Background: an optimization exercise with open tools, aiming at small area. Do not read the settings as production practice. The RTL was checked by simulation tests, not by an equivalence proof against the original design. Power and IR drop assume default switching activity.

==> flow/design.v <==
module CC_FIFO #(
    parameter       FIFO_DEPTH          = 16,
    parameter       DATA_WIDTH          = 32,
    parameter       AFULL_THRESHOLD     = 16,
    parameter       AEMPTY_THRESHOLD    = 0
)
(
    input   wire                        clk,
    input   wire                        rst_n,
    output  wire                        full_o,
    output  wire                        afull_o,
    input   wire                        wren_i,
    input   wire    [DATA_WIDTH-1:0]    wdata_i,
    output  wire                        empty_o,
    output  wire                        aempty_o,
    input   wire                        rden_i,
    output  wire    [DATA_WIDTH-1:0]    rdata_o
);
    localparam  DEPTH_LG2               = $clog2(FIFO_DEPTH);
    reg     [FIFO_DEPTH-1:0][DATA_WIDTH-1:0] data;
    reg     [FIFO_DEPTH-1:0]            wrsel;       
    reg     [FIFO_DEPTH-1:0]            wrsel_n;     
    reg     [FIFO_DEPTH-1:0]            rdsel;       
    reg     [DEPTH_LG2:0]               counter;
    wire                                full    = (counter == FIFO_DEPTH);
    wire                                empty   = (counter == 0);
    wire                                push    = wren_i & ~full;
    wire                                pop     = rden_i & ~empty;
    always_ff @(posedge clk)
        if (!rst_n) begin
            wrsel                       <= {{(FIFO_DEPTH-1){1'b0}}, 1'b1};
            wrsel_n                     <= {{(FIFO_DEPTH-1){1'b1}}, 1'b0};
            rdsel                       <= {{(FIFO_DEPTH-1){1'b0}}, 1'b1};
            counter                     <= {(DEPTH_LG2+1){1'b0}};
        end
        else begin
            if (push) begin
                wrsel                   <= {wrsel[FIFO_DEPTH-2:0], wrsel[FIFO_DEPTH-1]};
                wrsel_n                 <= {wrsel_n[FIFO_DEPTH-2:0], wrsel_n[FIFO_DEPTH-1]};
            end
            if (pop)
                rdsel                   <= {rdsel[FIFO_DEPTH-2:0], rdsel[FIFO_DEPTH-1]};
            counter                     <= counter + push - pop;
        end
    wire    [FIFO_DEPTH-1:0]            load    = {FIFO_DEPTH{push}} & wrsel;
    wire    [FIFO_DEPTH-1:0]            hold    = {FIFO_DEPTH{~push}} | wrsel_n;
    always_ff @(posedge clk)
        for (int i=0; i<FIFO_DEPTH; i++)
            data[i]                     <= (data[i] & {DATA_WIDTH{hold[i]}})
                                         | (wdata_i & {DATA_WIDTH{load[i]}});
    reg     [DATA_WIDTH-1:0]            rdata;
    always_comb begin
        rdata                           = {DATA_WIDTH{1'b0}};
        for (int i=0; i<FIFO_DEPTH; i++)
            rdata                       = rdata | (data[i] & {DATA_WIDTH{rdsel[i]}});
    end
    assign  full_o                      = full;
    assign  afull_o                     = (counter >= AFULL_THRESHOLD);
    assign  empty_o                     = empty;
    assign  aempty_o                    = (counter <= AEMPTY_THRESHOLD);
    assign  rdata_o                     = rdata;
endmodule
module CC_HIT_DATA_FIFO
(
    input   wire                clk,
    input   wire                rst_n,
    output  wire                full_o,
    output  wire                afull_o,
    input   wire                wren_i,
    input   wire    [517:0]     wdata_i,
    output  wire                empty_o,
    output  wire                aempty_o,
    input   wire                rden_i,
    output  wire    [517:0]     rdata_o
);
    CC_FIFO #(
        .FIFO_DEPTH         (8),
        .DATA_WIDTH         (518),
        .AFULL_THRESHOLD    (6),
        .AEMPTY_THRESHOLD   (0)
    ) u_hit_data_fifo (
        .clk                (clk),
        .rst_n              (rst_n),
        .full_o             (full_o),
        .afull_o            (afull_o),
        .wren_i             (wren_i),
        .wdata_i            (wdata_i),
        .empty_o            (empty_o),
        .aempty_o           (aempty_o),
        .rden_i             (rden_i),
        .rdata_o            (rdata_o)
    );
endmodule
clock: 5.0 ns
lec_check: 0
cap_margin: 10
core_margin: 2
core_utilization: 70
cts_buf_list: sky130_fd_sc_hd__clkbuf_8
cts_cluster_diameter: 60
cts_cluster_size: 16
place_density: 0.8
slew_margin: 10
synth_memory_max_bits: 16384
standard.sh (not shown) runs the stock make flow with config.mk's settings and CLKGATE_MAP_FILE= SYNTH_SCRIPT=/design/flow/synth_recipe.tcl, a recipe that flattens the netlist after the stock synthesis.
==> flow/flow/run.sh <==
#!/bin/bash
# The standard layout, with
# - the read multiplexer of the standard synthesis remapped to a222oi cells
#   (flow/patch_mux.py; registers and everything else untouched);
# - the port buffers made of the smallest buffer (sky130_fd_sc_hd__buf_1)
#   instead of the one buffer_ports picks by default;
# - clock tree synthesis without dummy loads, with clkbuf_8 sink clusters.
set -euo pipefail
R=orfs/results/sky130hd/CC_HIT_DATA_FIFO/base
CTS="-sink_clustering_enable -repair_clock_nets -dont_use_dummy_load"
CTS="$CTS -sink_clustering_size 16 -sink_clustering_max_diameter 60"
CTS="$CTS -buf_list {sky130_fd_sc_hd__clkbuf_8}"
KNOBS=(BUFFER_PORTS_ARGS="-buffer_cell sky130_fd_sc_hd__buf_1" CTS_ARGS="$CTS")

bash standard.sh "${KNOBS[@]}" synth > flow_synth.log 2>&1
cp $R/1_2_yosys.v $R/1_2_yosys_standard.v
python3 flow/patch_mux.py $R/1_2_yosys_standard.v $R/1_2_yosys.v > flow_patch.log 2>&1
rm -f $R/1_synth.odb $R/1_synth.sdc
bash standard.sh "${KNOBS[@]}" finish > flow_finish.log 2>&1
Other scripts of this flow, unchanged in this note and not shown: flow/flow/patch_mux.py
Edit:
--- a/flow/flow/run.sh
+++ b/flow/flow/run.sh
@@ -10,3 +10,3 @@
 CTS="-sink_clustering_enable -repair_clock_nets -dont_use_dummy_load"
-CTS="$CTS -sink_clustering_size 16 -sink_clustering_max_diameter 60"
+CTS="$CTS -sink_clustering_size 18 -sink_clustering_max_diameter 60"
 CTS="$CTS -buf_list {sky130_fd_sc_hd__clkbuf_8}"
- CORE_UTILIZATION: 70 -> 76
- CTS_CLUSTER_SIZE: 16 -> 18
- PLACE_DENSITY: 0.8 -> 0.86
Result: Global-route usage rose by 3.8 points. Via count is about the same. Clock skew fell by 0.010 ns. Flip-flop and latch count stays the same. Synthesized cell count stays the same. Setup slack gets worse by 0.16 ns. Power fell by 0.60%.
Edit:
--- a/flow/flow/run.sh
+++ b/flow/flow/run.sh
@@ -10,3 +10,3 @@
 CTS="-sink_clustering_enable -repair_clock_nets -dont_use_dummy_load"
-CTS="$CTS -sink_clustering_size 18 -sink_clustering_max_diameter 60"
+CTS="$CTS -sink_clustering_size 16 -sink_clustering_max_diameter 60"
 CTS="$CTS -buf_list {sky130_fd_sc_hd__clkbuf_8}"
- CAP_MARGIN: 10 -> 20
- CORE_UTILIZATION: 76 -> 70
- CTS_CLUSTER_SIZE: 18 -> 16
- PLACE_DENSITY: 0.86 -> 0.8
- SLEW_MARGIN: 10 -> 20
The changed run finished with timing, DRC and antenna clean.
Sequential share of layout area went down by 0.38 points.
Worst hold slack got worse by 0.032 ns.
Final area climbs slightly.
Routed wire length climbs slightly.
Total power climbs slightly.
Edit:
- CAP_MARGIN: 20 -> 10
- CORE_UTILIZATION: 70 -> 76
- PLACE_DENSITY: 0.8 -> 0.86
- SLEW_MARGIN: 20 -> 10
The new run completed without violations. Via count rises slightly. Die area falls by a little under a tenth. Combinational power barely changes. Utilization rises by 6.1 points. Area after synthesis is unchanged.

==> port drivers added, routing unchanged <==
How much do the figures lean on ideal ports? The routed layouts below were timed once more, with nothing changed but the port constraints. Step 1, drivers: a clkbuf_16 drives clk and a buf_2 each remaining input, both assumed. Step 2 moves the port delays by t, midway between the first and last clock arrival at a register: inputs arrive t later, outputs are due t later. That takes back most of the time a late clock gives input paths. Slacks: ideal / step 1 / step 2; pairs: ideal / step 1.
| run | t, ns | setup slack, ns | latest minus earliest clock arrival (ns) |
|---|---|---|---|
| the first run | 1.185 | 0.220 / 0.123 / 0.974 | 0.083 / 0.082 |
| the second run | 1.207 | 0.063 / -0.036 / 0.569 | 0.074 / 0.073 |
| the third run | 1.185 | 0.380 / 0.285 / 1.011 | 0.076 / 0.077 |
| the fourth run | 1.210 | 0.162 / 0.067 / 0.801 | 0.078 / 0.077 |
After both steps every run listed still meets setup and hold.
